Context: an optimization exercise on an open-source flow, tuned for small area. The choices shown serve that exercise and are no tape-out recipe. RTL that was checked went through simulation tests only; none was proved equivalent to the original. Power figures rest on the tool's default switching activity, not on a simulated workload.

==> flow/design.v <==
module spi_verilog
#( parameter CLK_FREQ    = 100000000,
   parameter WORD_LENGTH =        32,
   parameter SPICLK_FREQ =  25000000
)
( input wire clk,
  input wire reset,
  output wire cs,
  output reg  mosi_1,
  input  wire miso_1,
  output reg  mosi_2,
  input  wire miso_2,
  output wire sclk,
  input  wire data_in_v,
  output wire ready_out,
  output wire data_out_v,
  input  wire [WORD_LENGTH-1:0] data_in_1,
  input  wire [WORD_LENGTH-1:0] data_in_2,
  output wire [WORD_LENGTH-1:0] data_out_1,
  output wire [WORD_LENGTH-1:0] data_out_2
);
localparam [5:0] ST_WAIT = 6'd63, ST_LAST = 6'd32, ST_END = 6'd34, ST_IDLE = 6'd35;
reg [1:0] ph;
reg [5:0] st;
wire step   = !ph[1] && ph[0];
wire tail   = (st[5:1] == 5'b10001);                     
wire ready  = tail && (st[0] || !ph[0]);
wire bits   = !st[5];                                    
wire wait_s = (st == ST_WAIT);
wire load   = ready;                                     
wire shift  = step && (bits || wait_s);
wire hold   = !(load || shift);
always @(posedge clk) begin
    if (reset) begin
        ph <= 2'b00;
        st <= ST_END;
    end else begin
        ph <= {ph[0], !ph[1]};
        if (ready)
            st <= data_in_v ? ST_WAIT : ST_IDLE;
        else if (step)
            st <= st + 6'd1;
        if (shift && st != 6'd31) begin
            mosi_1 <= sr_1[WORD_LENGTH-1];
            mosi_2 <= sr_2[WORD_LENGTH-1];
        end
    end
end
reg  [WORD_LENGTH-1:0] srn_1, srn_2;
wire [WORD_LENGTH-1:0] sr_1 = ~srn_1;
wire [WORD_LENGTH-1:0] sr_2 = ~srn_2;
wire [WORD_LENGTH-1:0] nxt_1, nxt_2;
spi_lane_sel #(.W(WORD_LENGTH)) u_sel_1 (.load(load), .shift(shift), .hold(hold),
    .d(data_in_1), .p({sr_1[WORD_LENGTH-2:0], miso_1}), .o(sr_1), .yn(nxt_1));
spi_lane_sel #(.W(WORD_LENGTH)) u_sel_2 (.load(load), .shift(shift), .hold(hold),
    .d(data_in_2), .p({sr_2[WORD_LENGTH-2:0], miso_2}), .o(sr_2), .yn(nxt_2));
always @(posedge clk) begin
    srn_1 <= nxt_1;
    srn_2 <= nxt_2;
end
wire cs_low = bits || (st == ST_LAST && ph[1]);
assign cs         = !cs_low;
assign sclk       = bits && !ph[1];
assign ready_out  = ready;
assign data_out_v = tail && !st[0] && !ph[0];
assign data_out_1 = sr_1;
assign data_out_2 = sr_2;
endmodule
module spi_lane_sel #(parameter W = 32)
( input  wire load, shift, hold,
  input  wire [W-1:0] d, p, o,
  output wire [W-1:0] yn
);
assign yn = ~(({W{load}} & d) | ({W{shift}} & p) | ({W{hold}} & o));
endmodule
export LEC_CHECK = 0
export CAP_MARGIN = 20
export CORE_MARGIN = 2
export CORE_UTILIZATION = 40
export PLACE_DENSITY = 0.6
export SLEW_MARGIN = 20
export SYNTH_HIERARCHICAL = 1
export SYNTH_MINIMUM_KEEP_SIZE = 0
create_clock -name core_clock -period 10.0 [get_ports {clk}]
standard.sh (not shown) runs the stock make flow with config.mk's settings and CLKGATE_MAP_FILE= SYNTH_SCRIPT=/design/flow/synth_recipe.tcl, a recipe that flattens the netlist after the stock synthesis.
==> flow/flow/run.sh <==
#!/bin/bash
# Layout flow: the standard ORFS flow (standard.sh, unchanged synthesis),
# with two placement/CTS choices passed to make:
#  - port buffers use the smallest buffer cell (buf_1) instead of the default;
#  - the clock tree uses clkbuf_8 at the root, clkbuf_4 below, no dummy loads.
# make's full output goes to flow_make.log; ORFS writes each step's own log
# under orfs/logs/.
set -euo pipefail
bash standard.sh \
  "BUFFER_PORTS_ARGS=-buffer_cell sky130_fd_sc_hd__buf_1" \
  "CTS_ARGS=-sink_clustering_enable -repair_clock_nets -root_buf sky130_fd_sc_hd__clkbuf_8 -buf_list sky130_fd_sc_hd__clkbuf_4 -dont_use_dummy_load" \
  finish > flow_make.log 2>&1
The baseline produced a clean layout.
Next try:
--- a/flow/design.v
+++ b/flow/design.v
@@ -24,11 +24,14 @@
 reg [5:0] st;
 wire step   = !ph[1] && ph[0];
-wire tail   = (st[5:1] == 5'b10001);                     
+wire tail   = st[5] && !st[4] && st[1];                  
 wire ready  = tail && (st[0] || !ph[0]);
 wire bits   = !st[5];                                    
-wire wait_s = (st == ST_WAIT);
+wire wait_s = st[5] && st[4];                           
 wire load   = ready;                                     
 wire shift  = step && (bits || wait_s);
 wire hold   = !(load || shift);
+wire       capture = ready && data_in_v;
+wire       st_inc  = (step && !ready) || (tail && !st[0] && !ph[0]);
+wire [5:0] st_nxt  = (st + {5'd0, st_inc}) | {6{capture}};
 always @(posedge clk) begin
     if (reset) begin
@@ -37,8 +40,5 @@
     end else begin
         ph <= {ph[0], !ph[1]};
-        if (ready)
-            st <= data_in_v ? ST_WAIT : ST_IDLE;
-        else if (step)
-            st <= st + 6'd1;
+        st <= st_nxt;
         if (shift && st != 6'd31) begin
             mosi_1 <= sr_1[WORD_LENGTH-1];
@@ -59,5 +59,6 @@
     srn_2 <= nxt_2;
 end
-wire cs_low = bits || (st == ST_LAST && ph[1]);
+wire last   = st[5] && !st[1] && !st[0];                 
+wire cs_low = bits || (last && ph[1]);
 assign cs         = !cs_low;
 assign sclk       = bits && !ph[1];
What happened: Power is lower by about 4.7%. Count of clock-buffer cells in the layout stays the same. Utilization stays flat. Cell area came out lower by about 1.1%. Global-route usage decreases by 0.50 points. Sequential share of layout area went up by 0.49 points. Setup slack is worse by 0.49 ns. Combinational power falls by about 9%. Hold slack is about the same. Non-clock buffer count stays the same.

---

old:
Starts from the design.v that is shown in full above.
export LEC_CHECK = 0
export CAP_MARGIN = 20
export CORE_MARGIN = 2
export CORE_UTILIZATION = 40
export PLACE_DENSITY = 0.6
export SLEW_MARGIN = 20
export SYNTH_HIERARCHICAL = 1
export SYNTH_MINIMUM_KEEP_SIZE = 0
create_clock -name core_clock -period 10.0 [get_ports {clk}]
==> flow/flow/run.sh <==
#!/bin/bash
# Standard ORFS layout, with the port buffers made from the smallest buffer
# cell and a clock tree of small clock buffers without dummy loads.
bash standard.sh "BUFFER_PORTS_ARGS=-buffer_cell sky130_fd_sc_hd__buf_1" \
  "CTS_ARGS=-sink_clustering_enable -repair_clock_nets -root_buf sky130_fd_sc_hd__clkbuf_8 -buf_list sky130_fd_sc_hd__clkbuf_4 -dont_use_dummy_load" \
  finish > flow_make.log 2>&1
What new does differently from old at the input level:
--- a/flow/design.v
+++ b/flow/design.v
@@ -19,26 +19,25 @@
   output wire [WORD_LENGTH-1:0] data_out_1,
   output wire [WORD_LENGTH-1:0] data_out_2
 );
 localparam [5:0] ST_WAIT = 6'd63, ST_LAST = 6'd32, ST_END = 6'd34, ST_IDLE = 6'd35;
 reg [1:0] ph;
 reg [5:0] st;
-wire step   = !ph[1] && ph[0];
-wire tail   = (st[5:1] == 5'b10001);                     
-wire ready  = tail && (st[0] || !ph[0]);
+wire step   = (ph == 2'd3);
+wire st_end = (st == ST_END);
+wire ready  = (st_end && ph != 2'd0) || (st == ST_IDLE);
 wire bits   = !st[5];                                    
-wire wait_s = (st == ST_WAIT);
 wire load   = ready;                                     
-wire shift  = step && (bits || wait_s);
+wire shift  = step && (bits || st == ST_WAIT);
 wire hold   = !(load || shift);
 always @(posedge clk) begin
     if (reset) begin
-        ph <= 2'b00;
+        ph <= 2'd2;
         st <= ST_END;
     end else begin
-        ph <= {ph[0], !ph[1]};
+        ph <= ph + 2'd1;
         if (ready)
             st <= data_in_v ? ST_WAIT : ST_IDLE;
         else if (step)
             st <= st + 6'd1;
         if (shift && st != 6'd31) begin
             mosi_1 <= sr_1[WORD_LENGTH-1];
@@ -55,17 +54,17 @@
 spi_lane_sel #(.W(WORD_LENGTH)) u_sel_2 (.load(load), .shift(shift), .hold(hold),
     .d(data_in_2), .p({sr_2[WORD_LENGTH-2:0], miso_2}), .o(sr_2), .yn(nxt_2));
 always @(posedge clk) begin
     srn_1 <= nxt_1;
     srn_2 <= nxt_2;
 end
-wire cs_low = bits || (st == ST_LAST && ph[1]);
+wire cs_low = bits || (st == ST_LAST && !ph[1]);
 assign cs         = !cs_low;
-assign sclk       = bits && !ph[1];
+assign sclk       = cs_low && ph[1];
 assign ready_out  = ready;
-assign data_out_v = tail && !st[0] && !ph[0];
+assign data_out_v = st_end && (ph[0] ^ ph[1]);
 assign data_out_1 = sr_1;
 assign data_out_2 = sr_2;
 endmodule
 module spi_lane_sel #(parameter W = 32)
 ( input  wire load, shift, hold,
   input  wire [W-1:0] d, p, o,
Results
Routed wire length of new is on par with old. Against old as the reference, new delivers a higher gate count after technology mapping. Comparing old and new, the lower total met3 wirelength after detailed routing was measured on new. Status: post-synthesis to final-layout area growth parity (new, old). new vs old: power density over the cells up by more than 10%.
Function not checked in new: the RTL went through the layout flow alone.

[re-timing with driven ports]
The flow's constraints put no driver on any port. The routed layouts listed below were extracted and timed again, unchanged, in two steps. Step 1 (the two cells are an assumption about what drives the block):
set clk [get_ports {clk}]
set_driving_cell -lib_cell sky130_fd_sc_hd__clkbuf_16 $clk
set_driving_cell -lib_cell sky130_fd_sc_hd__buf_2 [delete_from_list [all_inputs] $clk]
Step 2 moves the port delays by t, midway between the first and last clock arrival at a register: inputs arrive t later, outputs are due t later. That takes back most of the time a late clock gives input paths. Three values: ideal, step 1, step 2; two values: the first two.
run | shift t [ns] | setup WS [ns] | worst slew at a driven data input, ns
the first run of note 1 | 0.352 | 6.506 / 6.477 / 6.829 | 0.04
the second run of note 1 | 0.355 | 6.012 / 5.983 / 6.339 | 0.05
old | 0.352 | 6.506 / 6.477 / 6.829 | 0.04
new | 0.358 | 5.623 / 5.593 / 5.951 | 0.05
After both steps setup and hold are still met in every run listed.
